This is an optimization exercise on Yosys and OpenROAD, whose aim is small area, not a production implementation. The RTL was checked by simulation tests, not by an equivalence proof against the original design. No driver is modelled on the clock port, so clocking that relies on it looks cheaper here than on a real chip. Power is estimated from default activity; no workload was simulated.

## huffman_decoder
module huffman_decoder(
    input  wire         clock,
    input  wire         reset,
    input  wire [15:0]  code_word_in,
    input  wire [4:0]   code_length_in,
    output reg  [7:0]   symbol_out,
    input  wire [7:0]   load_symbol,
    input  wire [15:0]  load_code,
    input  wire [4:0]   load_length,
    input  wire         load_valid,
    output reg          load_valid_out
);
Size: roughly 20000 cells after synthesis, about 5400 flip-flops, about 62 I/O pins.
export LEC_CHECK = 0
export CAP_MARGIN = 20
export CORE_MARGIN = 2
export CORE_UTILIZATION = 40
export SLEW_MARGIN = 20
export SYNTH_HIERARCHICAL = 1
export SYNTH_MEMORY_MAX_BITS = 16384
create_clock -name core_clock -period 20.0 [get_ports {clock}]
run.sh (not shown) runs the stock make flow with config.mk's settings and CLKGATE_MAP_FILE= SYNTH_SCRIPT=/design/flow/synth_recipe.tcl, a recipe that flattens the netlist after the stock synthesis.
Rerun with:
==> flow/flow/run.sh (new file) <==
#!/bin/bash
# Layout flow: the standard flow (standard.sh, unchanged synthesis),
# with its own clock tree: no dummy loads, small sink clusters driven by
# clkbuf_4 leaf buffers under a clkbuf_16 tree, and after CTS the leaf
# buffers whose flip-flops see a high clock slew are upsized
# (flow/clk_upsize.tcl, run as ORFS's POST_CTS_TCL hook).
# make's full output goes to flow_make.log in the work folder; each ORFS
# step keeps its own log under orfs/logs/.
set -euo pipefail
cd "$(dirname "$0")/.."
WORK=$(pwd)
CTS="-sink_clustering_enable -repair_clock_nets -dont_use_dummy_load"
CTS="$CTS -sink_buffer_max_cap_derate 0.2 -sink_clustering_size 24 -sink_clustering_max_diameter 30"
CTS="$CTS -sink_clustering_buffer sky130_fd_sc_hd__clkbuf_4"
CTS="$CTS -root_buf sky130_fd_sc_hd__clkbuf_16 -buf_list sky130_fd_sc_hd__clkbuf_16"
bash standard.sh "CTS_ARGS=$CTS" "POST_CTS_TCL=$WORK/flow/clk_upsize.tcl" finish > "$WORK/flow_make.log" 2>&1
==> flow/flow/clk_upsize.tcl (new file) <==
# After clock tree synthesis: upsize the leaf clock buffers whose flip-flop
# clock pins see a slew above the target, then legalize the placement.
estimate_parasitics -placement
set clk_sizes {sky130_fd_sc_hd__clkbuf_4 sky130_fd_sc_hd__clkbuf_8 sky130_fd_sc_hd__clkbuf_16}
set clk_slew_target 0.085
for {set iter 0} {$iter < 3} {incr iter} {
  set todo [dict create]
  foreach p [get_pins -hierarchical */CLK] {
    if {[get_property $p slew_max] > $clk_slew_target} {
      foreach d [get_pins -of_objects [get_nets -of_objects $p] -filter "direction==output"] {
        dict set todo [get_full_name [get_cells -of_objects $d]] 1
      }
    }
  }
  set n 0
  foreach i [dict keys $todo] {
    set c [get_cells $i]
    set k [lsearch $clk_sizes [get_property $c ref_name]]
    if {$k >= 0 && $k < [llength $clk_sizes] - 1} {
      replace_cell $c [lindex $clk_sizes [expr {$k + 1}]]
      incr n
    }
  }
  puts "clk_upsize: iteration $iter upsized $n clock buffers"
  if {$n == 0} break
  estimate_parasitics -placement
}
detailed_placement
==> flow/standard.sh (new file) <==
#!/bin/bash
# synth_recipe.tcl (not shown) runs the flow's synth.tcl, then flattens the netlist and writes it again
# the make line also repeats each setting of config.mk as NAME=value (left out here)
make -C /OpenROAD-flow-scripts/flow DESIGN_CONFIG=/design/flow/config.mk WORK_HOME=/design/flow/orfs CLKGATE_MAP_FILE= SYNTH_SCRIPT=/design/flow/synth_recipe.tcl "${@:-finish}"
Settings changed: CORE_UTILIZATION 40 to 60.
removed: flow/run.sh
After rerunning: Die area decreases by 33%. Wire length decreases by 6.1%. Sequential power barely changes. Clock skew increases by 0.013 ns. Fmax decreases by 2.3%. Setup slack degrades by 0.45 ns.
Rerun with:
==> flow/run.sh (new file) <==
#!/bin/bash
# synth_recipe.tcl (not shown) runs the flow's synth.tcl, then flattens the netlist and writes it again
# the make line also repeats each setting of config.mk as NAME=value (left out here)
make -C /OpenROAD-flow-scripts/flow DESIGN_CONFIG=/design/flow/config.mk WORK_HOME=/design/flow/orfs CLKGATE_MAP_FILE= SYNTH_SCRIPT=/design/flow/synth_recipe.tcl finish
Settings changed: CTS_BUF_LIST from default to sky130_fd_sc_hd__clkbuf_4 sky130_fd_sc_hd__clkbuf_8, CTS_CLUSTER_SIZE from default to 30.
removed: flow/flow/run.sh
removed: flow/flow/clk_upsize.tcl
removed: flow/standard.sh
What happened:
- sequential power is about the same
- flip-flop and latch count does not change
- global-route usage goes up by 0.24 points
- utilization goes up by 2.6 points
- first-iteration DRC count goes up by 1.8%
- clock-buffer cell count goes up by 466
- critical path depth goes down by 3
- setup slack got worse by 0.19 ns
- non-clock buffer count does not change
- final cell count goes up by 2.3%
- design area goes up by 3.9%

-- port drivers added, routing unchanged --
The flow's constraints put no driver on any port. The routed layouts listed below were extracted and timed again, unchanged, in two steps.
Step 1 assumes that a clkbuf_16 drives the clock port and a buf_2 every other input.
Step 2 also shifts input and output timing later by t, the mid clock arrival at the registers, as if the neighbouring blocks saw the same clock.
a / b / c = no drivers / after step 1 / after step 2; a / b = the first two.
run	shift t [ns]	setup WS [ns]	hold slack, ns
the first run	1.237	1.067 / 1.037 / 1.037	0.388 / 0.388 / 0.388
the second run	1.171	0.615 / 0.591 / 0.591	0.406 / 0.406 / 0.406
the third run	1.442	0.424 / 0.399 / 0.399	0.392 / 0.392 / 0.392
After both steps every run listed still meets setup and hold. The setup slack of the first run, which loses most, moves by -0.030 ns with the drivers and by -0.030 ns with both steps.
